This is an optimization exercise on Yosys and OpenROAD, whose aim is small area, not a production implementation. In this exercise RTL edits were held to simulation tests only and were not proved equivalent to the original. Power and IR drop assume default switching activity.

[flow/design.v]
`timescale 1ns / 1ps
module add12(a, b, s);
	input [11:0] a, b;
	output [11:0] s;
	function [11:0] f(input [11:0] a, input [11:0] b);
		integer i;
		reg c;
		begin
			c = 1'b0;
			for (i = 0; i < 12; i = i + 1) begin
				f[i] = a[i] ^ b[i] ^ c;
				c = (a[i] & b[i]) | (a[i] & c) | (b[i] & c);
			end
		end
	endfunction
	assign s = f(a, b);
endmodule
module add13(a, b, s);
	input [12:0] a, b;
	output [12:0] s;
	function [12:0] f(input [12:0] a, input [12:0] b);
		integer i;
		reg c;
		begin
			c = 1'b0;
			for (i = 0; i < 13; i = i + 1) begin
				f[i] = a[i] ^ b[i] ^ c;
				c = (a[i] & b[i]) | (a[i] & c) | (b[i] & c);
			end
		end
	endfunction
	assign s = f(a, b);
endmodule
module SubRenderer(clk, rst, hcount, vcount, blank, startscreen, collision,
                   yPos, fish1X, fish1Y, fish2X, fish2Y, octo1X, octo1Y,
                   rock1X, rock1Y, shark1X, shark1Y,
                   bub1Y, bub2Y, bub3Y, bub4Y, bub5Y, waveX,
                   R, G, B);
	input clk;
	input rst;	 
	input [10:0] hcount, vcount;	 
	input blank;	 
	input startscreen, collision;	 
	input signed [11:0] yPos,
		fish1X, fish1Y,
		fish2X, fish2Y,
		octo1X, octo1Y,
		rock1X, rock1Y,
		shark1X, shark1Y,
		bub1Y, bub2Y, bub3Y, bub4Y, bub5Y,
		waveX;
	output reg [2:0] R, G;
	output reg [1:0] B;
	wire nb = ~blank;
	wire [11:0] nhs = ~{hcount[10], hcount};
	wire [11:0] nvs = ~{vcount[10], vcount};
	wire [12:0] nhu = ~{2'b00, hcount};
	wire [12:0] nvu = ~{2'b00, vcount};
	wire submarine, moon, fish1, fishEyes1, fish2, fishEyes2, octopus1, octoEyes1,
		shark1, sharkEyes1, bubble, wave, rock1;
	wire [12:0] hu = {2'b00, hcount};
	wire [12:0] vu = {2'b00, vcount};
	wire [12:0] sn;
	add13 sa(nvu, {1'b0, yPos}, sn);
	wire [11:0] f1x, f1y, f2x, f2y, ox, oy, rx, ry, bn, wn, bY;
	wire [12:0] kx, ky;
	add12 af1x(nhs, fish1X, f1x);
	add12 af1y(nvs, fish1Y, f1y);
	add12 af2x(nhs, fish2X, f2x);
	add12 af2y(nvs, fish2Y, f2y);
	add12 aox(nhs, octo1X, ox);
	add12 aoy(nvs, octo1Y, oy);
	add13 akx(nhu, {shark1X[11], shark1X}, kx);
	add13 aky(nvu, {shark1Y[11], shark1Y}, ky);
	add12 arx(nhs, rock1X, rx);
	add12 ary(nvs, rock1Y, ry);
	add12 abn(nvs, bY, bn);	 
	add12 awn(nhs, waveX, wn);	 
	function geu(input [12:0] x, input integer k);
		integer i;
		reg r;
		begin
			r = 1'b1;
			for (i = 0; i < 13; i = i + 1) r = k[i] ? (x[i] & r) : (x[i] | r);
			geu = r;
		end
	endfunction
	function leu(input [12:0] x, input integer k);
		integer i;
		reg r;
		begin
			r = 1'b1;
			for (i = 0; i < 13; i = i + 1) r = k[i] ? (~x[i] | r) : (~x[i] & r);
			leu = r;
		end
	endfunction
	function les6(input [5:0] a, input [5:0] b, input s);
		integer i;
		reg r;
		begin
			r = ~s;
			for (i = 0; i < 6; i = i + 1) r = (a[i] == b[i]) ? r : b[i];
			les6 = r;
		end
	endfunction
	function lev6(input [5:0] a, input [5:0] b);
		integer i;
		reg r;
		begin
			r = 1'b1;
			for (i = 0; i < 6; i = i + 1) r = (a[i] == b[i]) ? r : b[i];
			lev6 = r;
		end
	endfunction
	function [5:0] moon_w(input [5:0] i);
		case (i)
		6'd0: moon_w = 6'd34;
		6'd1: moon_w = 6'd34;
		6'd2: moon_w = 6'd34;
		6'd3: moon_w = 6'd34;
		6'd4: moon_w = 6'd34;
		6'd5: moon_w = 6'd34;
		6'd6: moon_w = 6'd34;
		6'd7: moon_w = 6'd34;
		6'd8: moon_w = 6'd34;
		6'd9: moon_w = 6'd33;
		6'd10: moon_w = 6'd33;
		6'd11: moon_w = 6'd33;
		6'd12: moon_w = 6'd32;
		6'd13: moon_w = 6'd32;
		6'd14: moon_w = 6'd32;
		6'd15: moon_w = 6'd31;
		6'd16: moon_w = 6'd31;
		6'd17: moon_w = 6'd30;
		6'd18: moon_w = 6'd30;
		6'd19: moon_w = 6'd29;
		6'd20: moon_w = 6'd28;
		6'd21: moon_w = 6'd27;
		6'd22: moon_w = 6'd27;
		6'd23: moon_w = 6'd26;
		6'd24: moon_w = 6'd25;
		6'd25: moon_w = 6'd24;
		6'd26: moon_w = 6'd23;
		6'd27: moon_w = 6'd22;
		6'd28: moon_w = 6'd20;
		6'd29: moon_w = 6'd19;
		6'd30: moon_w = 6'd18;
		6'd31: moon_w = 6'd16;
		6'd32: moon_w = 6'd14;
		6'd33: moon_w = 6'd11;
		6'd34: moon_w = 6'd8;
		6'd35: moon_w = 6'd0;
		6'd36: moon_w = 6'd0;
		6'd37: moon_w = 6'd0;
		6'd38: moon_w = 6'd0;
		6'd39: moon_w = 6'd0;
		6'd40: moon_w = 6'd0;
		6'd41: moon_w = 6'd0;
		6'd42: moon_w = 6'd0;
		6'd43: moon_w = 6'd0;
		6'd44: moon_w = 6'd0;
		6'd45: moon_w = 6'd0;
		6'd46: moon_w = 6'd0;
		6'd47: moon_w = 6'd0;
		6'd48: moon_w = 6'd0;
		6'd49: moon_w = 6'd0;
		6'd50: moon_w = 6'd0;
		6'd51: moon_w = 6'd0;
		6'd52: moon_w = 6'd0;
		6'd53: moon_w = 6'd0;
		6'd54: moon_w = 6'd0;
		6'd55: moon_w = 6'd0;
		6'd56: moon_w = 6'd0;
		6'd57: moon_w = 6'd0;
		6'd58: moon_w = 6'd0;
		6'd59: moon_w = 6'd0;
		6'd60: moon_w = 6'd0;
		6'd61: moon_w = 6'd0;
		6'd62: moon_w = 6'd0;
		6'd63: moon_w = 6'd0;
		default: moon_w = 6'd0;
		endcase
	endfunction
	function [0:0] ring(input [7:0] i);
		case (i)
		8'd0: ring = 1'd0;
		8'd1: ring = 1'd0;
		8'd2: ring = 1'd0;
		8'd3: ring = 1'd0;
		8'd4: ring = 1'd0;
		8'd5: ring = 1'd1;
		8'd6: ring = 1'd1;
		8'd7: ring = 1'd1;
		8'd8: ring = 1'd0;
		8'd9: ring = 1'd1;
		8'd10: ring = 1'd1;
		8'd11: ring = 1'd1;
		8'd12: ring = 1'd0;
		8'd13: ring = 1'd0;
		8'd14: ring = 1'd0;
		8'd15: ring = 1'd0;
		8'd16: ring = 1'd0;
		8'd17: ring = 1'd0;
		8'd18: ring = 1'd0;
		8'd19: ring = 1'd0;
		8'd20: ring = 1'd0;
		8'd21: ring = 1'd1;
		8'd22: ring = 1'd1;
		8'd23: ring = 1'd0;
		8'd24: ring = 1'd0;
		8'd25: ring = 1'd0;
		8'd26: ring = 1'd1;
		8'd27: ring = 1'd1;
		8'd28: ring = 1'd0;
		8'd29: ring = 1'd0;
		8'd30: ring = 1'd0;
		8'd31: ring = 1'd0;
		8'd32: ring = 1'd0;
		8'd33: ring = 1'd0;
		8'd34: ring = 1'd0;
		8'd35: ring = 1'd0;
		8'd36: ring = 1'd0;
		8'd37: ring = 1'd1;
		8'd38: ring = 1'd1;
		8'd39: ring = 1'd0;
		8'd40: ring = 1'd0;
		8'd41: ring = 1'd0;
		8'd42: ring = 1'd1;
		8'd43: ring = 1'd1;
		8'd44: ring = 1'd0;
		8'd45: ring = 1'd0;
		8'd46: ring = 1'd0;
		8'd47: ring = 1'd0;
		8'd48: ring = 1'd0;
		8'd49: ring = 1'd0;
		8'd50: ring = 1'd0;
		8'd51: ring = 1'd0;
		8'd52: ring = 1'd1;
		8'd53: ring = 1'd1;
		8'd54: ring = 1'd1;
		8'd55: ring = 1'd0;
		8'd56: ring = 1'd0;
		8'd57: ring = 1'd0;
		8'd58: ring = 1'd1;
		8'd59: ring = 1'd1;
		8'd60: ring = 1'd1;
		8'd61: ring = 1'd0;
		8'd62: ring = 1'd0;
		8'd63: ring = 1'd0;
		8'd64: ring = 1'd0;
		8'd65: ring = 1'd0;
		8'd66: ring = 1'd0;
		8'd67: ring = 1'd1;
		8'd68: ring = 1'd1;
		8'd69: ring = 1'd1;
		8'd70: ring = 1'd0;
		8'd71: ring = 1'd0;
		8'd72: ring = 1'd0;
		8'd73: ring = 1'd0;
		8'd74: ring = 1'd0;
		8'd75: ring = 1'd1;
		8'd76: ring = 1'd1;
		8'd77: ring = 1'd1;
		8'd78: ring = 1'd0;
		8'd79: ring = 1'd0;
		8'd80: ring = 1'd1;
		8'd81: ring = 1'd1;
		8'd82: ring = 1'd1;
		8'd83: ring = 1'd1;
		8'd84: ring = 1'd1;
		8'd85: ring = 1'd0;
		8'd86: ring = 1'd0;
		8'd87: ring = 1'd0;
		8'd88: ring = 1'd0;
		8'd89: ring = 1'd0;
		8'd90: ring = 1'd0;
		8'd91: ring = 1'd0;
		8'd92: ring = 1'd1;
		8'd93: ring = 1'd1;
		8'd94: ring = 1'd1;
		8'd95: ring = 1'd1;
		8'd96: ring = 1'd1;
		8'd97: ring = 1'd1;
		8'd98: ring = 1'd1;
		8'd99: ring = 1'd1;
		8'd100: ring = 1'd0;
		8'd101: ring = 1'd0;
		8'd102: ring = 1'd0;
		8'd103: ring = 1'd0;
		8'd104: ring = 1'd0;
		8'd105: ring = 1'd0;
		8'd106: ring = 1'd0;
		8'd107: ring = 1'd0;
		8'd108: ring = 1'd0;
		8'd109: ring = 1'd1;
		8'd110: ring = 1'd1;
		8'd111: ring = 1'd1;
		8'd112: ring = 1'd1;
		8'd113: ring = 1'd0;
		8'd114: ring = 1'd0;
		8'd115: ring = 1'd0;
		8'd116: ring = 1'd0;
		8'd117: ring = 1'd0;
		8'd118: ring = 1'd0;
		8'd119: ring = 1'd0;
		8'd120: ring = 1'd0;
		8'd121: ring = 1'd0;
		8'd122: ring = 1'd0;
		8'd123: ring = 1'd0;
		8'd124: ring = 1'd0;
		8'd125: ring = 1'd0;
		8'd126: ring = 1'd0;
		8'd127: ring = 1'd0;
		8'd128: ring = 1'd0;
		8'd129: ring = 1'd0;
		8'd130: ring = 1'd0;
		8'd131: ring = 1'd0;
		8'd132: ring = 1'd0;
		8'd133: ring = 1'd0;
		8'd134: ring = 1'd0;
		8'd135: ring = 1'd0;
		8'd136: ring = 1'd0;
		8'd137: ring = 1'd0;
		8'd138: ring = 1'd0;
		8'd139: ring = 1'd0;
		8'd140: ring = 1'd0;
		8'd141: ring = 1'd0;
		8'd142: ring = 1'd0;
		8'd143: ring = 1'd0;
		8'd144: ring = 1'd1;
		8'd145: ring = 1'd0;
		8'd146: ring = 1'd0;
		8'd147: ring = 1'd0;
		8'd148: ring = 1'd0;
		8'd149: ring = 1'd0;
		8'd150: ring = 1'd0;
		8'd151: ring = 1'd0;
		8'd152: ring = 1'd0;
		8'd153: ring = 1'd0;
		8'd154: ring = 1'd0;
		8'd155: ring = 1'd0;
		8'd156: ring = 1'd0;
		8'd157: ring = 1'd0;
		8'd158: ring = 1'd0;
		8'd159: ring = 1'd0;
		8'd160: ring = 1'd1;
		8'd161: ring = 1'd1;
		8'd162: ring = 1'd1;
		8'd163: ring = 1'd1;
		8'd164: ring = 1'd0;
		8'd165: ring = 1'd0;
		8'd166: ring = 1'd0;
		8'd167: ring = 1'd0;
		8'd168: ring = 1'd0;
		8'd169: ring = 1'd0;
		8'd170: ring = 1'd0;
		8'd171: ring = 1'd0;
		8'd172: ring = 1'd0;
		8'd173: ring = 1'd1;
		8'd174: ring = 1'd1;
		8'd175: ring = 1'd1;
		8'd176: ring = 1'd1;
		8'd177: ring = 1'd1;
		8'd178: ring = 1'd1;
		8'd179: ring = 1'd1;
		8'd180: ring = 1'd1;
		8'd181: ring = 1'd0;
		8'd182: ring = 1'd0;
		8'd183: ring = 1'd0;
		8'd184: ring = 1'd0;
		8'd185: ring = 1'd0;
		8'd186: ring = 1'd0;
		8'd187: ring = 1'd0;
		8'd188: ring = 1'd1;
		8'd189: ring = 1'd1;
		8'd190: ring = 1'd1;
		8'd191: ring = 1'd1;
		8'd192: ring = 1'd0;
		8'd193: ring = 1'd0;
		8'd194: ring = 1'd0;
		8'd195: ring = 1'd1;
		8'd196: ring = 1'd1;
		8'd197: ring = 1'd1;
		8'd198: ring = 1'd0;
		8'd199: ring = 1'd0;
		8'd200: ring = 1'd0;
		8'd201: ring = 1'd0;
		8'd202: ring = 1'd0;
		8'd203: ring = 1'd1;
		8'd204: ring = 1'd1;
		8'd205: ring = 1'd1;
		8'd206: ring = 1'd0;
		8'd207: ring = 1'd0;
		8'd208: ring = 1'd0;
		8'd209: ring = 1'd0;
		8'd210: ring = 1'd0;
		8'd211: ring = 1'd0;
		8'd212: ring = 1'd1;
		8'd213: ring = 1'd1;
		8'd214: ring = 1'd1;
		8'd215: ring = 1'd0;
		8'd216: ring = 1'd0;
		8'd217: ring = 1'd0;
		8'd218: ring = 1'd1;
		8'd219: ring = 1'd1;
		8'd220: ring = 1'd1;
		8'd221: ring = 1'd0;
		8'd222: ring = 1'd0;
		8'd223: ring = 1'd0;
		8'd224: ring = 1'd0;
		8'd225: ring = 1'd0;
		8'd226: ring = 1'd0;
		8'd227: ring = 1'd0;
		8'd228: ring = 1'd0;
		8'd229: ring = 1'd1;
		8'd230: ring = 1'd1;
		8'd231: ring = 1'd0;
		8'd232: ring = 1'd0;
		8'd233: ring = 1'd0;
		8'd234: ring = 1'd1;
		8'd235: ring = 1'd1;
		8'd236: ring = 1'd0;
		8'd237: ring = 1'd0;
		8'd238: ring = 1'd0;
		8'd239: ring = 1'd0;
		8'd240: ring = 1'd0;
		8'd241: ring = 1'd0;
		8'd242: ring = 1'd0;
		8'd243: ring = 1'd0;
		8'd244: ring = 1'd0;
		8'd245: ring = 1'd1;
		8'd246: ring = 1'd1;
		8'd247: ring = 1'd0;
		8'd248: ring = 1'd0;
		8'd249: ring = 1'd0;
		8'd250: ring = 1'd1;
		8'd251: ring = 1'd1;
		8'd252: ring = 1'd0;
		8'd253: ring = 1'd0;
		8'd254: ring = 1'd0;
		8'd255: ring = 1'd0;
		default: ring = 1'd0;
		endcase
	endfunction
	function [5:0] wave_w(input [6:0] i);
		case (i)
		7'd0: wave_w = 6'd11;
		7'd1: wave_w = 6'd13;
		7'd2: wave_w = 6'd15;
		7'd3: wave_w = 6'd17;
		7'd4: wave_w = 6'd18;
		7'd5: wave_w = 6'd19;
		7'd6: wave_w = 6'd21;
		7'd7: wave_w = 6'd22;
		7'd8: wave_w = 6'd23;
		7'd9: wave_w = 6'd24;
		7'd10: wave_w = 6'd24;
		7'd11: wave_w = 6'd25;
		7'd12: wave_w = 6'd26;
		7'd13: wave_w = 6'd27;
		7'd14: wave_w = 6'd27;
		7'd15: wave_w = 6'd28;
		7'd16: wave_w = 6'd28;
		7'd17: wave_w = 6'd29;
		7'd18: wave_w = 6'd29;
		7'd19: wave_w = 6'd30;
		7'd20: wave_w = 6'd30;
		7'd21: wave_w = 6'd30;
		7'd22: wave_w = 6'd30;
		7'd23: wave_w = 6'd31;
		7'd24: wave_w = 6'd31;
		7'd25: wave_w = 6'd31;
		7'd26: wave_w = 6'd31;
		7'd27: wave_w = 6'd31;
		7'd28: wave_w = 6'd31;
		7'd29: wave_w = 6'd31;
		7'd30: wave_w = 6'd32;
		7'd31: wave_w = 6'd31;
		7'd32: wave_w = 6'd31;
		7'd33: wave_w = 6'd31;
		7'd34: wave_w = 6'd31;
		7'd35: wave_w = 6'd31;
		7'd36: wave_w = 6'd31;
		7'd37: wave_w = 6'd31;
		7'd38: wave_w = 6'd30;
		7'd39: wave_w = 6'd30;
		7'd40: wave_w = 6'd30;
		7'd41: wave_w = 6'd30;
		7'd42: wave_w = 6'd29;
		7'd43: wave_w = 6'd29;
		7'd44: wave_w = 6'd28;
		7'd45: wave_w = 6'd28;
		7'd46: wave_w = 6'd27;
		7'd47: wave_w = 6'd27;
		7'd48: wave_w = 6'd26;
		7'd49: wave_w = 6'd25;
		7'd50: wave_w = 6'd24;
		7'd51: wave_w = 6'd24;
		7'd52: wave_w = 6'd23;
		7'd53: wave_w = 6'd22;
		7'd54: wave_w = 6'd21;
		7'd55: wave_w = 6'd19;
		7'd56: wave_w = 6'd18;
		7'd57: wave_w = 6'd17;
		7'd58: wave_w = 6'd15;
		7'd59: wave_w = 6'd13;
		7'd60: wave_w = 6'd11;
		7'd61: wave_w = 6'd7;
		7'd62: wave_w = 6'd0;
		7'd63: wave_w = 6'd0;
		7'd64: wave_w = 6'd0;
		7'd65: wave_w = 6'd0;
		7'd66: wave_w = 6'd0;
		7'd67: wave_w = 6'd0;
		7'd68: wave_w = 6'd0;
		7'd69: wave_w = 6'd0;
		7'd70: wave_w = 6'd0;
		7'd71: wave_w = 6'd0;
		7'd72: wave_w = 6'd0;
		7'd73: wave_w = 6'd0;
		7'd74: wave_w = 6'd0;
		7'd75: wave_w = 6'd0;
		7'd76: wave_w = 6'd0;
		7'd77: wave_w = 6'd0;
		7'd78: wave_w = 6'd0;
		7'd79: wave_w = 6'd0;
		7'd80: wave_w = 6'd0;
		7'd81: wave_w = 6'd0;
		7'd82: wave_w = 6'd0;
		7'd83: wave_w = 6'd0;
		7'd84: wave_w = 6'd0;
		7'd85: wave_w = 6'd0;
		7'd86: wave_w = 6'd0;
		7'd87: wave_w = 6'd0;
		7'd88: wave_w = 6'd0;
		7'd89: wave_w = 6'd0;
		7'd90: wave_w = 6'd0;
		7'd91: wave_w = 6'd0;
		7'd92: wave_w = 6'd0;
		7'd93: wave_w = 6'd0;
		7'd94: wave_w = 6'd0;
		7'd95: wave_w = 6'd0;
		7'd96: wave_w = 6'd0;
		7'd97: wave_w = 6'd0;
		7'd98: wave_w = 6'd0;
		7'd99: wave_w = 6'd0;
		7'd100: wave_w = 6'd0;
		7'd101: wave_w = 6'd0;
		7'd102: wave_w = 6'd0;
		7'd103: wave_w = 6'd0;
		7'd104: wave_w = 6'd0;
		7'd105: wave_w = 6'd0;
		7'd106: wave_w = 6'd0;
		7'd107: wave_w = 6'd0;
		7'd108: wave_w = 6'd0;
		7'd109: wave_w = 6'd0;
		7'd110: wave_w = 6'd0;
		7'd111: wave_w = 6'd0;
		7'd112: wave_w = 6'd0;
		7'd113: wave_w = 6'd0;
		7'd114: wave_w = 6'd0;
		7'd115: wave_w = 6'd0;
		7'd116: wave_w = 6'd0;
		7'd117: wave_w = 6'd0;
		7'd118: wave_w = 6'd0;
		7'd119: wave_w = 6'd0;
		7'd120: wave_w = 6'd0;
		7'd121: wave_w = 6'd0;
		7'd122: wave_w = 6'd0;
		7'd123: wave_w = 6'd0;
		7'd124: wave_w = 6'd0;
		7'd125: wave_w = 6'd0;
		7'd126: wave_w = 6'd0;
		7'd127: wave_w = 6'd7;
		default: wave_w = 6'd0;
		endcase
	endfunction
	wire f1_inx = ((f1x[11:7] == 0) | (&f1x[11:7]));
	wire f1_iny = ((f1y[11:5] == 0) | (&f1y[11:5]));
	wire f1_b = f1_inx & f1_iny & (((geu({~f1x[7], f1x[6:0]}, 207) & leu({~f1x[7], f1x[6:0]}, 217)) & ((geu({~f1y[5], f1y[4:0]}, 26) & leu({~f1y[5], f1y[4:0]}, 61)) | (geu({~f1y[5], f1y[4:0]}, 1) & leu({~f1y[5], f1y[4:0]}, 14)))) |
			((geu({~f1x[7], f1x[6:0]}, 200) & leu({~f1x[7], f1x[6:0]}, 206)) & ((geu({~f1y[5], f1y[4:0]}, 32) & leu({~f1y[5], f1y[4:0]}, 61)) | (geu({~f1y[5], f1y[4:0]}, 1) & leu({~f1y[5], f1y[4:0]}, 19)))) |
			((geu({~f1x[7], f1x[6:0]}, 198) & leu({~f1x[7], f1x[6:0]}, 199)) & ((geu({~f1y[5], f1y[4:0]}, 32) & leu({~f1y[5], f1y[4:0]}, 61)) | (geu({~f1y[5], f1y[4:0]}, 1) & leu({~f1y[5], f1y[4:0]}, 14)))) |
			((geu({~f1x[7], f1x[6:0]}, 192) & leu({~f1x[7], f1x[6:0]}, 197)) & ((geu({~f1y[5], f1y[4:0]}, 26) & leu({~f1y[5], f1y[4:0]}, 61)) | (geu({~f1y[5], f1y[4:0]}, 1) & leu({~f1y[5], f1y[4:0]}, 14)))) |
			((geu({~f1x[7], f1x[6:0]}, 185) & leu({~f1x[7], f1x[6:0]}, 191)) & ((geu({~f1y[5], f1y[4:0]}, 32) & leu({~f1y[5], f1y[4:0]}, 61)) | (geu({~f1y[5], f1y[4:0]}, 1) & leu({~f1y[5], f1y[4:0]}, 19)))) |
			((geu({~f1x[7], f1x[6:0]}, 184) & leu({~f1x[7], f1x[6:0]}, 184)) & ((geu({~f1y[5], f1y[4:0]}, 32) & leu({~f1y[5], f1y[4:0]}, 61)) | (geu({~f1y[5], f1y[4:0]}, 1) & leu({~f1y[5], f1y[4:0]}, 14)))) |
			((geu({~f1x[7], f1x[6:0]}, 181) & leu({~f1x[7], f1x[6:0]}, 183)) & ((geu({~f1y[5], f1y[4:0]}, 26) & leu({~f1y[5], f1y[4:0]}, 61)) | (geu({~f1y[5], f1y[4:0]}, 1) & leu({~f1y[5], f1y[4:0]}, 14)))) |
			((geu({~f1x[7], f1x[6:0]}, 176) & leu({~f1x[7], f1x[6:0]}, 180)) & ((geu({~f1y[5], f1y[4:0]}, 32) & leu({~f1y[5], f1y[4:0]}, 61)) | (geu({~f1y[5], f1y[4:0]}, 1) & leu({~f1y[5], f1y[4:0]}, 14)))) |
			((geu({~f1x[7], f1x[6:0]}, 157) & leu({~f1x[7], f1x[6:0]}, 175)) & ((geu({~f1y[5], f1y[4:0]}, 1) & leu({~f1y[5], f1y[4:0]}, 61)))) |
			((geu({~f1x[7], f1x[6:0]}, 147) & leu({~f1x[7], f1x[6:0]}, 156)) & ((geu({~f1y[5], f1y[4:0]}, 8) & leu({~f1y[5], f1y[4:0]}, 51)))) |
			((geu({~f1x[7], f1x[6:0]}, 142) & leu({~f1x[7], f1x[6:0]}, 146)) & ((geu({~f1y[5], f1y[4:0]}, 16) & leu({~f1y[5], f1y[4:0]}, 41)))) |
			((geu({~f1x[7], f1x[6:0]}, 138) & leu({~f1x[7], f1x[6:0]}, 141)) & ((geu({~f1y[5], f1y[4:0]}, 21) & leu({~f1y[5], f1y[4:0]}, 31)))) |
			((geu({~f1x[7], f1x[6:0]}, 137) & leu({~f1x[7], f1x[6:0]}, 137)) & ((geu({~f1y[5], f1y[4:0]}, 14) & leu({~f1y[5], f1y[4:0]}, 36)))) |
			((geu({~f1x[7], f1x[6:0]}, 136) & leu({~f1x[7], f1x[6:0]}, 136)) & ((geu({~f1y[5], f1y[4:0]}, 13) & leu({~f1y[5], f1y[4:0]}, 37)))) |
			((geu({~f1x[7], f1x[6:0]}, 135) & leu({~f1x[7], f1x[6:0]}, 135)) & ((geu({~f1y[5], f1y[4:0]}, 12) & leu({~f1y[5], f1y[4:0]}, 38)))) |
			((geu({~f1x[7], f1x[6:0]}, 134) & leu({~f1x[7], f1x[6:0]}, 134)) & ((geu({~f1y[5], f1y[4:0]}, 11) & leu({~f1y[5], f1y[4:0]}, 39)))) |
			((geu({~f1x[7], f1x[6:0]}, 133) & leu({~f1x[7], f1x[6:0]}, 133)) & ((geu({~f1y[5], f1y[4:0]}, 10) & leu({~f1y[5], f1y[4:0]}, 40)))) |
			((geu({~f1x[7], f1x[6:0]}, 132) & leu({~f1x[7], f1x[6:0]}, 132)) & ((geu({~f1y[5], f1y[4:0]}, 9) & leu({~f1y[5], f1y[4:0]}, 41)))) |
			((geu({~f1x[7], f1x[6:0]}, 131) & leu({~f1x[7], f1x[6:0]}, 131)) & ((geu({~f1y[5], f1y[4:0]}, 8) & leu({~f1y[5], f1y[4:0]}, 42)))) |
			((geu({~f1x[7], f1x[6:0]}, 130) & leu({~f1x[7], f1x[6:0]}, 130)) & ((geu({~f1y[5], f1y[4:0]}, 7) & leu({~f1y[5], f1y[4:0]}, 43)))) |
			((geu({~f1x[7], f1x[6:0]}, 129) & leu({~f1x[7], f1x[6:0]}, 129)) & ((geu({~f1y[5], f1y[4:0]}, 6) & leu({~f1y[5], f1y[4:0]}, 44)))) |
			((geu({~f1x[7], f1x[6:0]}, 127) & leu({~f1x[7], f1x[6:0]}, 128)) & ((geu({~f1y[5], f1y[4:0]}, 5) & leu({~f1y[5], f1y[4:0]}, 45)))));
	wire f1_e1 = f1_inx & f1_iny & (((geu({~f1x[7], f1x[6:0]}, 202) & leu({~f1x[7], f1x[6:0]}, 212)) & ((geu({~f1y[5], f1y[4:0]}, 43) & leu({~f1y[5], f1y[4:0]}, 51)))));
	wire f1_e2 = f1_inx & f1_iny & (((geu({~f1x[7], f1x[6:0]}, 187) & leu({~f1x[7], f1x[6:0]}, 199)) & ((geu({~f1y[5], f1y[4:0]}, 42) & leu({~f1y[5], f1y[4:0]}, 54)))));
	assign fish1 = nb & f1_b;
	assign fishEyes1 = (nb & f1_e1) | f1_e2;
	wire f2_inx = ((f2x[11:7] == 0) | (&f2x[11:7]));
	wire f2_iny = ((f2y[11:5] == 0) | (&f2y[11:5]));
	wire f2_b = f2_inx & f2_iny & (((geu({~f2x[7], f2x[6:0]}, 207) & leu({~f2x[7], f2x[6:0]}, 217)) & ((geu({~f2y[5], f2y[4:0]}, 26) & leu({~f2y[5], f2y[4:0]}, 61)) | (geu({~f2y[5], f2y[4:0]}, 1) & leu({~f2y[5], f2y[4:0]}, 14)))) |
			((geu({~f2x[7], f2x[6:0]}, 200) & leu({~f2x[7], f2x[6:0]}, 206)) & ((geu({~f2y[5], f2y[4:0]}, 32) & leu({~f2y[5], f2y[4:0]}, 61)) | (geu({~f2y[5], f2y[4:0]}, 1) & leu({~f2y[5], f2y[4:0]}, 19)))) |
			((geu({~f2x[7], f2x[6:0]}, 198) & leu({~f2x[7], f2x[6:0]}, 199)) & ((geu({~f2y[5], f2y[4:0]}, 32) & leu({~f2y[5], f2y[4:0]}, 61)) | (geu({~f2y[5], f2y[4:0]}, 1) & leu({~f2y[5], f2y[4:0]}, 14)))) |
			((geu({~f2x[7], f2x[6:0]}, 192) & leu({~f2x[7], f2x[6:0]}, 197)) & ((geu({~f2y[5], f2y[4:0]}, 26) & leu({~f2y[5], f2y[4:0]}, 61)) | (geu({~f2y[5], f2y[4:0]}, 1) & leu({~f2y[5], f2y[4:0]}, 14)))) |
			((geu({~f2x[7], f2x[6:0]}, 185) & leu({~f2x[7], f2x[6:0]}, 191)) & ((geu({~f2y[5], f2y[4:0]}, 32) & leu({~f2y[5], f2y[4:0]}, 61)) | (geu({~f2y[5], f2y[4:0]}, 1) & leu({~f2y[5], f2y[4:0]}, 19)))) |
			((geu({~f2x[7], f2x[6:0]}, 184) & leu({~f2x[7], f2x[6:0]}, 184)) & ((geu({~f2y[5], f2y[4:0]}, 32) & leu({~f2y[5], f2y[4:0]}, 61)) | (geu({~f2y[5], f2y[4:0]}, 1) & leu({~f2y[5], f2y[4:0]}, 14)))) |
			((geu({~f2x[7], f2x[6:0]}, 181) & leu({~f2x[7], f2x[6:0]}, 183)) & ((geu({~f2y[5], f2y[4:0]}, 26) & leu({~f2y[5], f2y[4:0]}, 61)) | (geu({~f2y[5], f2y[4:0]}, 1) & leu({~f2y[5], f2y[4:0]}, 14)))) |
			((geu({~f2x[7], f2x[6:0]}, 176) & leu({~f2x[7], f2x[6:0]}, 180)) & ((geu({~f2y[5], f2y[4:0]}, 32) & leu({~f2y[5], f2y[4:0]}, 61)) | (geu({~f2y[5], f2y[4:0]}, 1) & leu({~f2y[5], f2y[4:0]}, 14)))) |
			((geu({~f2x[7], f2x[6:0]}, 157) & leu({~f2x[7], f2x[6:0]}, 175)) & ((geu({~f2y[5], f2y[4:0]}, 1) & leu({~f2y[5], f2y[4:0]}, 61)))) |
			((geu({~f2x[7], f2x[6:0]}, 147) & leu({~f2x[7], f2x[6:0]}, 156)) & ((geu({~f2y[5], f2y[4:0]}, 8) & leu({~f2y[5], f2y[4:0]}, 51)))) |
			((geu({~f2x[7], f2x[6:0]}, 142) & leu({~f2x[7], f2x[6:0]}, 146)) & ((geu({~f2y[5], f2y[4:0]}, 16) & leu({~f2y[5], f2y[4:0]}, 41)))) |
			((geu({~f2x[7], f2x[6:0]}, 138) & leu({~f2x[7], f2x[6:0]}, 141)) & ((geu({~f2y[5], f2y[4:0]}, 21) & leu({~f2y[5], f2y[4:0]}, 31)))) |
			((geu({~f2x[7], f2x[6:0]}, 137) & leu({~f2x[7], f2x[6:0]}, 137)) & ((geu({~f2y[5], f2y[4:0]}, 14) & leu({~f2y[5], f2y[4:0]}, 36)))) |
			((geu({~f2x[7], f2x[6:0]}, 136) & leu({~f2x[7], f2x[6:0]}, 136)) & ((geu({~f2y[5], f2y[4:0]}, 13) & leu({~f2y[5], f2y[4:0]}, 37)))) |
			((geu({~f2x[7], f2x[6:0]}, 135) & leu({~f2x[7], f2x[6:0]}, 135)) & ((geu({~f2y[5], f2y[4:0]}, 12) & leu({~f2y[5], f2y[4:0]}, 38)))) |
			((geu({~f2x[7], f2x[6:0]}, 134) & leu({~f2x[7], f2x[6:0]}, 134)) & ((geu({~f2y[5], f2y[4:0]}, 11) & leu({~f2y[5], f2y[4:0]}, 39)))) |
			((geu({~f2x[7], f2x[6:0]}, 133) & leu({~f2x[7], f2x[6:0]}, 133)) & ((geu({~f2y[5], f2y[4:0]}, 10) & leu({~f2y[5], f2y[4:0]}, 40)))) |
			((geu({~f2x[7], f2x[6:0]}, 132) & leu({~f2x[7], f2x[6:0]}, 132)) & ((geu({~f2y[5], f2y[4:0]}, 9) & leu({~f2y[5], f2y[4:0]}, 41)))) |
			((geu({~f2x[7], f2x[6:0]}, 131) & leu({~f2x[7], f2x[6:0]}, 131)) & ((geu({~f2y[5], f2y[4:0]}, 8) & leu({~f2y[5], f2y[4:0]}, 42)))) |
			((geu({~f2x[7], f2x[6:0]}, 130) & leu({~f2x[7], f2x[6:0]}, 130)) & ((geu({~f2y[5], f2y[4:0]}, 7) & leu({~f2y[5], f2y[4:0]}, 43)))) |
			((geu({~f2x[7], f2x[6:0]}, 129) & leu({~f2x[7], f2x[6:0]}, 129)) & ((geu({~f2y[5], f2y[4:0]}, 6) & leu({~f2y[5], f2y[4:0]}, 44)))) |
			((geu({~f2x[7], f2x[6:0]}, 127) & leu({~f2x[7], f2x[6:0]}, 128)) & ((geu({~f2y[5], f2y[4:0]}, 5) & leu({~f2y[5], f2y[4:0]}, 45)))));
	wire f2_e1 = f2_inx & f2_iny & (((geu({~f2x[7], f2x[6:0]}, 202) & leu({~f2x[7], f2x[6:0]}, 212)) & ((geu({~f2y[5], f2y[4:0]}, 43) & leu({~f2y[5], f2y[4:0]}, 51)))));
	wire f2_e2 = f2_inx & f2_iny & (((geu({~f2x[7], f2x[6:0]}, 187) & leu({~f2x[7], f2x[6:0]}, 199)) & ((geu({~f2y[5], f2y[4:0]}, 42) & leu({~f2y[5], f2y[4:0]}, 54)))));
	assign fish2 = nb & f2_b;
	assign fishEyes2 = (nb & f2_e1) | f2_e2;
	wire o_inx = ((ox[11:7] == 0) | (&ox[11:7]));
	wire o_iny = ((oy[11:6] == 0) | (&oy[11:6]));
	wire o_b = o_inx & o_iny & (((geu({~ox[7], ox[6:0]}, 147) & leu({~ox[7], ox[6:0]}, 192)) & ((geu({~oy[6], oy[5:0]}, 43) & leu({~oy[6], oy[5:0]}, 88)))));
	wire o_l = o_inx & o_iny & (((geu({~ox[7], ox[6:0]}, 218) & leu({~ox[7], ox[6:0]}, 227)) & ((geu({~oy[6], oy[5:0]}, 33) & leu({~oy[6], oy[5:0]}, 43)))) |
			((geu({~ox[7], ox[6:0]}, 207) & leu({~ox[7], ox[6:0]}, 217)) & ((geu({~oy[6], oy[5:0]}, 33) & leu({~oy[6], oy[5:0]}, 56)))) |
			((geu({~ox[7], ox[6:0]}, 198) & leu({~ox[7], ox[6:0]}, 206)) & ((geu({~oy[6], oy[5:0]}, 43) & leu({~oy[6], oy[5:0]}, 56)))) |
			((geu({~ox[7], ox[6:0]}, 193) & leu({~ox[7], ox[6:0]}, 197)) & ((geu({~oy[6], oy[5:0]}, 43) & leu({~oy[6], oy[5:0]}, 56)) | (geu({~oy[6], oy[5:0]}, 8) & leu({~oy[6], oy[5:0]}, 23)))) |
			((geu({~ox[7], ox[6:0]}, 192) & leu({~ox[7], ox[6:0]}, 192)) & ((geu({~oy[6], oy[5:0]}, 8) & leu({~oy[6], oy[5:0]}, 56)))) |
			((geu({~ox[7], ox[6:0]}, 187) & leu({~ox[7], ox[6:0]}, 191)) & ((geu({~oy[6], oy[5:0]}, 8) & leu({~oy[6], oy[5:0]}, 43)))) |
			((geu({~ox[7], ox[6:0]}, 182) & leu({~ox[7], ox[6:0]}, 186)) & ((geu({~oy[6], oy[5:0]}, 18) & leu({~oy[6], oy[5:0]}, 43)))) |
			((geu({~ox[7], ox[6:0]}, 163) & leu({~ox[7], ox[6:0]}, 172)) & ((geu({~oy[6], oy[5:0]}, 18) & leu({~oy[6], oy[5:0]}, 43)))) |
			((geu({~ox[7], ox[6:0]}, 162) & leu({~ox[7], ox[6:0]}, 162)) & ((geu({~oy[6], oy[5:0]}, 3) & leu({~oy[6], oy[5:0]}, 43)))) |
			((geu({~ox[7], ox[6:0]}, 158) & leu({~ox[7], ox[6:0]}, 161)) & ((geu({~oy[6], oy[5:0]}, 3) & leu({~oy[6], oy[5:0]}, 28)))) |
			((geu({~ox[7], ox[6:0]}, 152) & leu({~ox[7], ox[6:0]}, 157)) & ((geu({~oy[6], oy[5:0]}, 33) & leu({~oy[6], oy[5:0]}, 43)) | (geu({~oy[6], oy[5:0]}, 3) & leu({~oy[6], oy[5:0]}, 28)))) |
			((geu({~ox[7], ox[6:0]}, 147) & leu({~ox[7], ox[6:0]}, 151)) & ((geu({~oy[6], oy[5:0]}, 33) & leu({~oy[6], oy[5:0]}, 43)) | (geu({~oy[6], oy[5:0]}, 3) & leu({~oy[6], oy[5:0]}, 13)))) |
			((geu({~ox[7], ox[6:0]}, 143) & leu({~ox[7], ox[6:0]}, 146)) & ((geu({~oy[6], oy[5:0]}, 33) & leu({~oy[6], oy[5:0]}, 43)))) |
			((geu({~ox[7], ox[6:0]}, 132) & leu({~ox[7], ox[6:0]}, 142)) & ((geu({~oy[6], oy[5:0]}, 18) & leu({~oy[6], oy[5:0]}, 43)))) |
			((geu({~ox[7], ox[6:0]}, 127) & leu({~ox[7], ox[6:0]}, 131)) & ((geu({~oy[6], oy[5:0]}, 18) & leu({~oy[6], oy[5:0]}, 28)))));
	wire o_e1 = o_inx & o_iny & (((geu({~ox[7], ox[6:0]}, 172) & leu({~ox[7], ox[6:0]}, 184)) & ((geu({~oy[6], oy[5:0]}, 68) & leu({~oy[6], oy[5:0]}, 83)))));
	wire o_e2 = o_inx & o_iny & (((geu({~ox[7], ox[6:0]}, 157) & leu({~ox[7], ox[6:0]}, 167)) & ((geu({~oy[6], oy[5:0]}, 68) & leu({~oy[6], oy[5:0]}, 80)))));
	assign octopus1 = (nb & o_b) | o_l;
	assign octoEyes1 = (nb & o_e1) | o_e2;
	wire k_inx = ((kx[12:6] == 0) | (&kx[12:6]));
	wire k_iny = ((ky[12:4] == 0) | (&ky[12:4]));
	wire k_b = k_inx & k_iny & (((geu({~kx[6], kx[5:0]}, 116) & leu({~kx[6], kx[5:0]}, 118)) & ((geu({~ky[4], ky[3:0]}, 10) & leu({~ky[4], ky[3:0]}, 19)))) |
			((geu({~kx[6], kx[5:0]}, 113) & leu({~kx[6], kx[5:0]}, 115)) & ((geu({~ky[4], ky[3:0]}, 9) & leu({~ky[4], ky[3:0]}, 19)))) |
			((geu({~kx[6], kx[5:0]}, 110) & leu({~kx[6], kx[5:0]}, 112)) & ((geu({~ky[4], ky[3:0]}, 8) & leu({~ky[4], ky[3:0]}, 19)))) |
			((geu({~kx[6], kx[5:0]}, 107) & leu({~kx[6], kx[5:0]}, 109)) & ((geu({~ky[4], ky[3:0]}, 7) & leu({~ky[4], ky[3:0]}, 19)))) |
			((geu({~kx[6], kx[5:0]}, 98) & leu({~kx[6], kx[5:0]}, 106)) & ((geu({~ky[4], ky[3:0]}, 6) & leu({~ky[4], ky[3:0]}, 19)))) |
			((geu({~kx[6], kx[5:0]}, 97) & leu({~kx[6], kx[5:0]}, 97)) & ((geu({~ky[4], ky[3:0]}, 6) & leu({~ky[4], ky[3:0]}, 21)))) |
			((geu({~kx[6], kx[5:0]}, 96) & leu({~kx[6], kx[5:0]}, 96)) & ((geu({~ky[4], ky[3:0]}, 6) & leu({~ky[4], ky[3:0]}, 22)))) |
			((geu({~kx[6], kx[5:0]}, 95) & leu({~kx[6], kx[5:0]}, 95)) & ((geu({~ky[4], ky[3:0]}, 6) & leu({~ky[4], ky[3:0]}, 23)))) |
			((geu({~kx[6], kx[5:0]}, 94) & leu({~kx[6], kx[5:0]}, 94)) & ((geu({~ky[4], ky[3:0]}, 6) & leu({~ky[4], ky[3:0]}, 24)))) |
			((geu({~kx[6], kx[5:0]}, 93) & leu({~kx[6], kx[5:0]}, 93)) & ((geu({~ky[4], ky[3:0]}, 6) & leu({~ky[4], ky[3:0]}, 25)))) |
			((geu({~kx[6], kx[5:0]}, 92) & leu({~kx[6], kx[5:0]}, 92)) & ((geu({~ky[4], ky[3:0]}, 6) & leu({~ky[4], ky[3:0]}, 26)))) |
			((geu({~kx[6], kx[5:0]}, 91) & leu({~kx[6], kx[5:0]}, 91)) & ((geu({~ky[4], ky[3:0]}, 6) & leu({~ky[4], ky[3:0]}, 27)))) |
			((geu({~kx[6], kx[5:0]}, 90) & leu({~kx[6], kx[5:0]}, 90)) & ((geu({~ky[4], ky[3:0]}, 6) & leu({~ky[4], ky[3:0]}, 28)))) |
			((geu({~kx[6], kx[5:0]}, 88) & leu({~kx[6], kx[5:0]}, 89)) & ((geu({~ky[4], ky[3:0]}, 6) & leu({~ky[4], ky[3:0]}, 29)))) |
			((geu({~kx[6], kx[5:0]}, 87) & leu({~kx[6], kx[5:0]}, 87)) & ((geu({~ky[4], ky[3:0]}, 6) & leu({~ky[4], ky[3:0]}, 19)))) |
			((geu({~kx[6], kx[5:0]}, 86) & leu({~kx[6], kx[5:0]}, 86)) & ((geu({~ky[4], ky[3:0]}, 7) & leu({~ky[4], ky[3:0]}, 19)))) |
			((geu({~kx[6], kx[5:0]}, 85) & leu({~kx[6], kx[5:0]}, 85)) & ((geu({~ky[4], ky[3:0]}, 8) & leu({~ky[4], ky[3:0]}, 19)))) |
			((geu({~kx[6], kx[5:0]}, 84) & leu({~kx[6], kx[5:0]}, 84)) & ((geu({~ky[4], ky[3:0]}, 9) & leu({~ky[4], ky[3:0]}, 19)))) |
			((geu({~kx[6], kx[5:0]}, 83) & leu({~kx[6], kx[5:0]}, 83)) & ((geu({~ky[4], ky[3:0]}, 10) & leu({~ky[4], ky[3:0]}, 19)))) |
			((geu({~kx[6], kx[5:0]}, 72) & leu({~kx[6], kx[5:0]}, 82)) & ((geu({~ky[4], ky[3:0]}, 11) & leu({~ky[4], ky[3:0]}, 19)))) |
			((geu({~kx[6], kx[5:0]}, 71) & leu({~kx[6], kx[5:0]}, 71)) & ((geu({~ky[4], ky[3:0]}, 12) & leu({~ky[4], ky[3:0]}, 19)))) |
			((geu({~kx[6], kx[5:0]}, 70) & leu({~kx[6], kx[5:0]}, 70)) & ((geu({~ky[4], ky[3:0]}, 13) & leu({~ky[4], ky[3:0]}, 19)))) |
			((geu({~kx[6], kx[5:0]}, 69) & leu({~kx[6], kx[5:0]}, 69)) & ((geu({~ky[4], ky[3:0]}, 14) & leu({~ky[4], ky[3:0]}, 19)))) |
			((geu({~kx[6], kx[5:0]}, 61) & leu({~kx[6], kx[5:0]}, 68)) & ((geu({~ky[4], ky[3:0]}, 8) & leu({~ky[4], ky[3:0]}, 25)))));
	wire k_e = k_inx & k_iny & (((geu({~kx[6], kx[5:0]}, 109) & leu({~kx[6], kx[5:0]}, 113)) & ((geu({~ky[4], ky[3:0]}, 15) & leu({~ky[4], ky[3:0]}, 18)))));
	assign shark1 = nb & k_b;
	assign sharkEyes1 = nb & k_e;
	wire r_inx = ((rx[11:5] == 0) | (&rx[11:5]));
	wire r_iny = ((ry[11:5] == 0) | (&ry[11:5]));
	wire r_b = r_inx & r_iny & (((geu({~rx[5], rx[4:0]}, 31) & leu({~rx[5], rx[4:0]}, 56)) & ((geu({~ry[5], ry[4:0]}, 6) & leu({~ry[5], ry[4:0]}, 31)))));
	assign rock1 = nb & r_b;
	assign submarine = nb & ((sn[12:4] == 0) | (&sn[12:4])) & (((geu(hu, 100) & leu(hu, 130)) & (geu({~sn[4], sn[3:0]}, 5) & leu({~sn[4], sn[3:0]}, 15))) |
		((geu(hu, 130) & leu(hu, 132)) & (geu({~sn[4], sn[3:0]}, 6) & leu({~sn[4], sn[3:0]}, 14))) |
		((geu(hu, 132) & leu(hu, 134)) & (geu({~sn[4], sn[3:0]}, 7) & leu({~sn[4], sn[3:0]}, 13))) |
		((geu(hu, 134) & leu(hu, 136)) & (geu({~sn[4], sn[3:0]}, 8) & leu({~sn[4], sn[3:0]}, 12))) |
		((geu(hu, 95) & leu(hu, 100)) & (geu({~sn[4], sn[3:0]}, 7) & leu({~sn[4], sn[3:0]}, 13))) |
		((geu(hu, 105) & leu(hu, 115)) & (geu({~sn[4], sn[3:0]}, 15) & leu({~sn[4], sn[3:0]}, 19)) & (yPos[11:2] != 0)));
	wire [2:0] mh = {hcount[6] ^ ~(hcount[5] | hcount[4]), ~(hcount[5] ^ hcount[4]), ~hcount[4]};
	wire ms = mh[2];
	wire [5:0] mx = {mh[1:0], hcount[3:0]} ^ {6{ms}};
	assign moon = nb & geu(hu, 366) & leu(hu, 434) & (vcount[10:6] == 5'd0) & leu(vu, 34) &
		les6(mx, moon_w(vcount[5:0]), ms);
	wire bc1 = geu(hu, 493) & leu(hu, 507);
	wire bc2 = geu(hu, 393) & leu(hu, 407);
	wire bc3 = geu(hu, 293) & leu(hu, 307);
	wire bc4 = geu(hu, 193) & leu(hu, 207);
	wire bc5 = geu(hu, 93) & leu(hu, 107);
	assign bY = ({12{bc1}} & bub1Y) | ({12{bc2}} & bub2Y) | ({12{bc3}} & bub3Y) |
	            ({12{bc4}} & bub4Y) | ({12{bc5}} & bub5Y);
	wire [1:0] bj = {bc3 | bc4, bc1 | bc3 | bc5};
	wire [3:0] bdx = {hcount[3] ^ bj[1] ^ (~hcount[2] & bj[0]), hcount[2] ^ bj[0], hcount[1:0]};
	assign bubble = nb & (bc1 | bc2 | bc3 | bc4 | bc5) & ((bn[11:3] == 0) | (&bn[11:3])) & (leu({~bn[3], bn[2:0]}, 14)) &
		ring({bdx, ~bn[3:0]});
	wire ws = ~wn[5];
	wire [5:0] wx = {1'b0, wn[4:0] ^ {5{wn[5]}}};
	wire wvy = ((vcount[10:6] == 5'd0) & (vcount[5:0] != 6'd63)) | ((&vcount[10:6]) & (&vcount[5:1]));
	wire wcirc = ((wn[11:10] == 0) | (&wn[11:10])) & (geu({~wn[10], wn[9:0]}, 991) & leu({~wn[10], wn[9:0]}, 1695)) & wvy &
		les6(wx, wave_w({vcount[10], vcount[5:0]}), ws);
	assign wave = (nb & wcirc) | (leu(hu, 640) & leu(vu, 36));
	wire water = nb & leu(hu, 640) & geu(vu, 30) & leu(vu, 480);
	always @ (posedge clk) begin
	if (rst) begin
		R <= 0;
		G <= 0;
		B <= 0;
	end
	else if (submarine)	begin    
			if (collision) begin
				if (~startscreen) begin
					R <= 3'b111;
					G <= 3'b001;
					B <= 2'b00;
				end
			end
			else
				begin
					R <= 3'b111;
					G <= 3'b110;
					B <= 2'b01;
				end
		end
		else if (moon) begin
			R <= 3'b111;
			G <= 3'b111;
			B <= 2'b11;
		end
		else if (fishEyes1 | fishEyes2 ) begin
			R <= 3'b111;
			G <= 3'b010;
			B <= 2'b00;
		end
		else if (fish1 | fish2) begin
			R <= 3'b111;
			G <= 3'b010;
			B <= 2'b11;
		end
		else if (octoEyes1)begin
			R <= 3'b111;
			G <= 3'b000;
			B <= 2'b01;
		end
		else if (sharkEyes1) begin
				R <= 3'b100;
				G <= 3'b000;
				B <= 2'b01;
		end
		else if (shark1) begin
				R <= 3'b110;
				G <= 3'b110;
				B <= 2'b11;
		end
		else if (octopus1) begin
			R <= 3'b001;
			G <= 3'b111;
			B <= 2'b11;
		end
		else if (bubble)begin
			R <= 3'b001;
			G <= 3'b110;
			B <= 2'b11;
		end
		else if (wave) begin
			R <= 3'b000;
			G <= 3'b000;
			B <= 2'b00;
		end
		else if (rock1) begin
				R <= 3'b011;
				G <= 3'b110;
				B <= 2'b01;
		end
		else if (water) begin
			R <= 3'b000;
			G <= 3'b000;
			B <= 2'b11;
		end
		else begin	 
			R <= 0;
			G <= 0;
			B <= 0;
		end
	end
endmodule
[flow/flow/run.sh]
#!/bin/bash
# The standard layout (standard.sh) with two changes:
#  - synthesis maps the logic with flow/abc_deep.script (ABC's deepsyn, then area
#    mapping) in place of ORFS's abc_area.script; everything else in the synthesis
#    is synth_recipe.tcl unchanged;
#  - placement buffers every input and output port with buf_1, the smallest buffer.
# Each tool's output goes to the ORFS logs under orfs/logs; standard.sh's own output
# goes to standard.log.
set -euo pipefail
HERE=$(pwd)
export MY_ABC_SCRIPT="$HERE/flow/abc_deep.script"
export BUFFER_PORTS_ARGS="-buffer_cell sky130_fd_sc_hd__buf_1"
{
  cat <<'EOT'
proc abc {args} {
  set i [lsearch -exact $args -script]
  if {$i >= 0} {
    set args [lreplace $args [expr {$i + 1}] [expr {$i + 1}] $::env(MY_ABC_SCRIPT)]
  }
  yosys abc {*}$args
}
EOT
  cat synth_recipe.tcl
} > own_synth.tcl
sed "s#SYNTH_SCRIPT=[^ ]*#SYNTH_SCRIPT=$HERE/own_synth.tcl#" standard.sh > own_standard.sh
grep -q "SYNTH_SCRIPT=$HERE/own_synth.tcl" own_standard.sh
bash own_standard.sh > standard.log 2>&1
[flow/flow/abc_deep.script]
strash; &get -n; &deepsyn -T 60; &put; strash; dch -f; amap; topo
[flow/standard.sh]
#!/bin/bash
# synth_recipe.tcl (not shown) runs the flow's synth.tcl, then flattens the netlist and writes it again
# the make line also repeats each setting of config.mk as NAME=value (left out here)
make -C /OpenROAD-flow-scripts/flow DESIGN_CONFIG=/design/flow/config.mk WORK_HOME=/design/flow/orfs CLKGATE_MAP_FILE= SYNTH_SCRIPT=/design/flow/synth_recipe.tcl "${@:-finish}"
[flow/config.mk]
export PLATFORM = sky130hd
export DESIGN_NAME = SubRenderer
export DESIGN_NICKNAME = SubRenderer
export VERILOG_FILES = /design/flow/design.v
export SDC_FILE = /design/flow/constraint.sdc
export NUM_CORES = 4
export LEC_CHECK = 0
export ABC_AREA = 1
export CAP_MARGIN = 20
export CORE_MARGIN = 2
export CORE_UTILIZATION = 40
export SLEW_MARGIN = 20
export SYNTH_HIERARCHICAL = 1
export SYNTH_MINIMUM_KEEP_SIZE = 0
[flow/constraint.sdc]
create_clock -name core_clock -period 25.0 [get_ports {clk}]
set_input_delay 5.0000 -clock core_clock [delete_from_list [all_inputs] [get_ports {clk}]]
set_output_delay 5.0000 -clock core_clock [all_outputs]
set_load 0.01 [all_outputs]
==> notes.md <==
## flip-flops by register name (all words and copies together), names as in the netlist
| register | count |
|---|---|
| G | 3 |
| R | 3 |
| B | 2 |
## modules after synthesis (local to each module, per instance)
module,flops+latches,area (sq um)
add12,0,230
SubRenderer,8,4450
add13,0,250
## critical path, cell delays in order
cell and delay (ns):
buf_1 0.34, clkinv_1 0.79, fa_1 0.70, fa_1 0.39, fa_1 0.38, fa_1 0.39, fa_1 0.39, fa_1 0.39
fa_1 0.39, fa_1 0.39, fa_1 0.40, fa_1 0.40, fa_1 0.39, a21oi_1 0.18, nand3_1 0.10, nor2_1 0.10
nand3_1 0.11, a31oi_1 0.15, o21a_1 0.14, a31oi_1 0.06, nor3_1 0.55, clkinv_1 0.24, o41ai_1 0.19, nand2b_1 0.23
or3_1 0.14, nor2_1 0.04, nor2_1 0.10, nor3_1 0.05
## metrics by stage
stage | worst slack (ns) | hold WS [ns] | cell area (sq um)
after detailed placement | 11.79 | 0.455 | 8800
final | 11.98 | 0.458 | 8880
after global routing | 11.27 | 0.469 | 8880
after floorplan | 13.17 | 0.480 | 7530
after global placement | 11.95 | 0.451 | 8800
after CTS | 11.99 | 0.461 | 8880
## logic make-up after synthesis
logic type	share of synthesized area (%)
and+or+nand+nor	26.1
AOI/OAI and AO/OA	25.8
adders and majority gates	40.0
buffers and inverters	5.86
DFF	2.14
other	0.100
## routing by layer
metal,share of wire (%),track usage [%],vias to the layer above,wire length (um)
li1,-,-,4214,-
met1,39,36.0,4076,11200
met2,47,49.6,482,13600
met3,9.2,6.15,119,2680
met4,5.6,14.9,0,1630
met5,0,0,-,0
## area by class of cell
type,instances,area [sq um],share of cell area [%]
inverter,117,439,4.94
multi-input combinational,897,6960,78.3
clock buffer,3,75.1,0.845
antenna,1,2.50,0.0282
timing repair buffer,246,953,10.7
tap,234,293,3.30
sequential,8,160,1.80
## cells in the final DEF (no fill, tap or decap), types with 4 or more instances in the layout
cell type and count:
a211oi_1 9, a21oi_1 76, a221oi_1 4, a222oi_1 12, a22oi_1 18, a311oi_1 4, a31o_1 4, a31oi_1 26
a32oi_1 4, and3_1 4, buf_1 238, buf_4 8, clkinv_1 117, conb_1 11, dfxtp_1 8, fa_1 133
ha_1 27, nand2_1 84, nand3_1 28, nand4_1 14, nor2_1 191, nor3_1 51, nor3b_1 4, nor4_1 17
o211ai_1 4, o21a_1 11, o21ai_0 54, o21bai_1 4, o221ai_1 6, o22ai_1 16, o31ai_1 5, o41ai_1 4
or2_0 7, or3_1 11, or4_1 11
## worst paths after layout
kind | slack [ns] | start | to | depth (start not counted)
worst max-delay path | 11.98 | vcount[1] | G[0]$_SDFFE_PP0P_ | 28
worst min-delay path | 0.46 | B[0]$_SDFFE_PP0P_ | B[0]$_SDFFE_PP0P_ | 2
worst max register to register | 24.21 | G[0]$_SDFFE_PP0P_ | G[0]$_SDFFE_PP0P_ | 3
worst min register to register | 0.46 | B[0]$_SDFFE_PP0P_ | B[0]$_SDFFE_PP0P_ | 2
## Yosys cell counts (5+ instances only)
| cell | number | share of area (%) |
|---|---|---|
| dfxtp_1 | 8 | 2.1 |
| nand2_1 | 84 | 4.2 |
| o221ai_1 | 6 | 0.70 |
| o21a_1 | 11 | 1.1 |
| nand4_1 | 14 | 1.2 |
| a21oi_1 | 76 | 5.1 |
| clkinv_1 | 117 | 5.9 |
| or3_1 | 11 | 0.92 |
| nor3_1 | 51 | 3.4 |
| a31oi_1 | 26 | 2.2 |
| nand3_1 | 28 | 1.9 |
| nor4_1 | 19 | 1.6 |
| or2_0 | 7 | 0.58 |
| o21ai_0 | 54 | 3.6 |
| fa_1 | 133 | 36 |
| nor2_1 | 191 | 9.6 |
| ha_1 | 27 | 4.5 |
| o31ai_1 | 5 | 0.50 |
| a22oi_1 | 18 | 1.8 |
| or4_1 | 11 | 1.1 |
| a222oi_1 | 12 | 1.6 |
| o22ai_1 | 16 | 1.3 |
| a211oi_1 | 9 | 0.90 |
## where the power goes
group | switching, mW | total (mW) | internal, mW
combinational | 0.159 | 0.254 | 0.0957
sequential | 0.0000558 | 0.0130 | 0.0129
clock | 0.00641 | 0.0270 | 0.0206
==> results.sh <==
export IMPL_clkLatencyLatePin_ns=0.23
export IMPL_maxCapViolations=0
export IMPL_fmax_ghz=0.0768
export IMPL_critPathKind="in -> reg"
export IMPL_wl_per_cell_um=19.3
export IMPL_fin_worst_skew_ns=0
export IMPL_core_area_sq_um=18600
export IMPL_setup_viol=0
export IMPL_drive_above_1_share_pct=1.18
export IMPL_grt_pass1_wl_um=45500
export IMPL_drcViolationCount=0
export IMPL_cts_setup_buffers=0
export IMPL_drtIter0Drc=814
export IMPL_place_inst=1502
export IMPL_synth_edff_count=0
export IMPL_worst_slew_pin_slew_ns=0.962
export IMPL_slew_limit_headroom_pct=35.5
export IMPL_htreeDepth=1
export IMPL_synth_seq_cells=8
export IMPL_routed_wl_um=29100
export IMPL_portBuffers=238
export IMPL_synth_main_ff_cell="dfxtp_1"
export IMPL_ir_worst_vdd_mv=0.0174
export IMPL_avgSynthCellArea_sq_um=7.40
export IMPL_place_gp_congestion=1.00
export IMPL_numCtsBuffers=3
export IMPL_dr_total_vias=8891
export IMPL_p_per_area_nw_per_um2=33.1
export IMPL_io_pins=239
export IMPL_power_uw=294
export IMPL_worstHoldPathType="reg -> reg"
export IMPL_synthDistinctLibCells=52
export IMPL_post_route_min_period_ns=13.02
export IMPL_die_x_um=141
export IMPL_grt_overflow=0
export IMPL_grt_max_degree=23
export IMPL_seq_area_frac_synth_pct=2.14
export IMPL_antenna_left=0
export IMPL_final_core_util_pct=47.8
export IMPL_rsz0062_at_grt="no"
export IMPL_placementRows=50
export IMPL_cts_tree="done"
export IMPL_clk_pin_slew_worst_paths_ns=0.04
export IMPL_cts_sinks=8
export IMPL_layoutNonFillerInstCount=1506
export IMPL_antenna_found_initial=0
export IMPL_cp_arrival_ns=13.13
export IMPL_async_flop_share_pct=0
export IMPL_grt_pass1_vias=8857
export IMPL_nets=1664
export IMPL_syn_area_sq_um=7500
export IMPL_cp_start_kind="input pin"
export IMPL_cp_end_kind="register"
export IMPL_leakage_nw=3.09
export IMPL_initial_utilization_pct=40.4
export IMPL_status="timing/DRC/antenna clean"
export IMPL_hpwl_um=24100
export IMPL_path_max_fanout=12
export IMPL_yosysWarnings=9
export IMPL_fin_crit_sh_pct=52.1
export IMPL_num_fill_cells=1964
export IMPL_ctsLongestPathBuffers=2
export IMPL_grtUsageTotal_pct=29.5
export IMPL_hold_violations=0
export IMPL_synthCells=1013
export IMPL_cts_root_buf="clkbuf_16"
export IMPL_via_per_inst=5.90
export IMPL_cts_resized=0
export IMPL_maxSlewViolCount=0
export IMPL_first_pass_iters=5
export IMPL_setup_tns_ns=0
export IMPL_cts_hold_buf=0
export IMPL_synthToLayoutAreaGrowth_pct=18.4
export IMPL_die_h_um=141
export IMPL_die_area_sq_um=19900
export IMPL_cp_required_ns=25.11

==> separate check: timing with driven ports <==
In the flow no input, the clock included, has a driving cell. The finished layout below was timed again as built, in two steps. Step 1 (the two cells are an assumption about what drives the block):
set clk [get_ports {clk}]
set_driving_cell -lib_cell sky130_fd_sc_hd__clkbuf_16 $clk
set_driving_cell -lib_cell sky130_fd_sc_hd__buf_2 [delete_from_list [all_inputs] $clk]
Step 2, shift: input delay + t, output delay - t, t = (earliest + latest rising clock arrival at the registers) / 2. This alone moves slack from input paths to output paths. Slacks: no drivers / after step 1 / after step 2; pairs: no drivers / after step 1.
shift t [ns]: 0.277
setup slack, ns: 11.985 / 12.006 / 11.729
hold WS [ns]: 0.458 / 0.458 / 0.458
worst setup path after step 2: input to register
pins driven straight from the clock port: 1
After both steps setup and hold are still met in this run. The setup slack of this run moves by +0.021 ns with the drivers and by -0.256 ns with both steps.
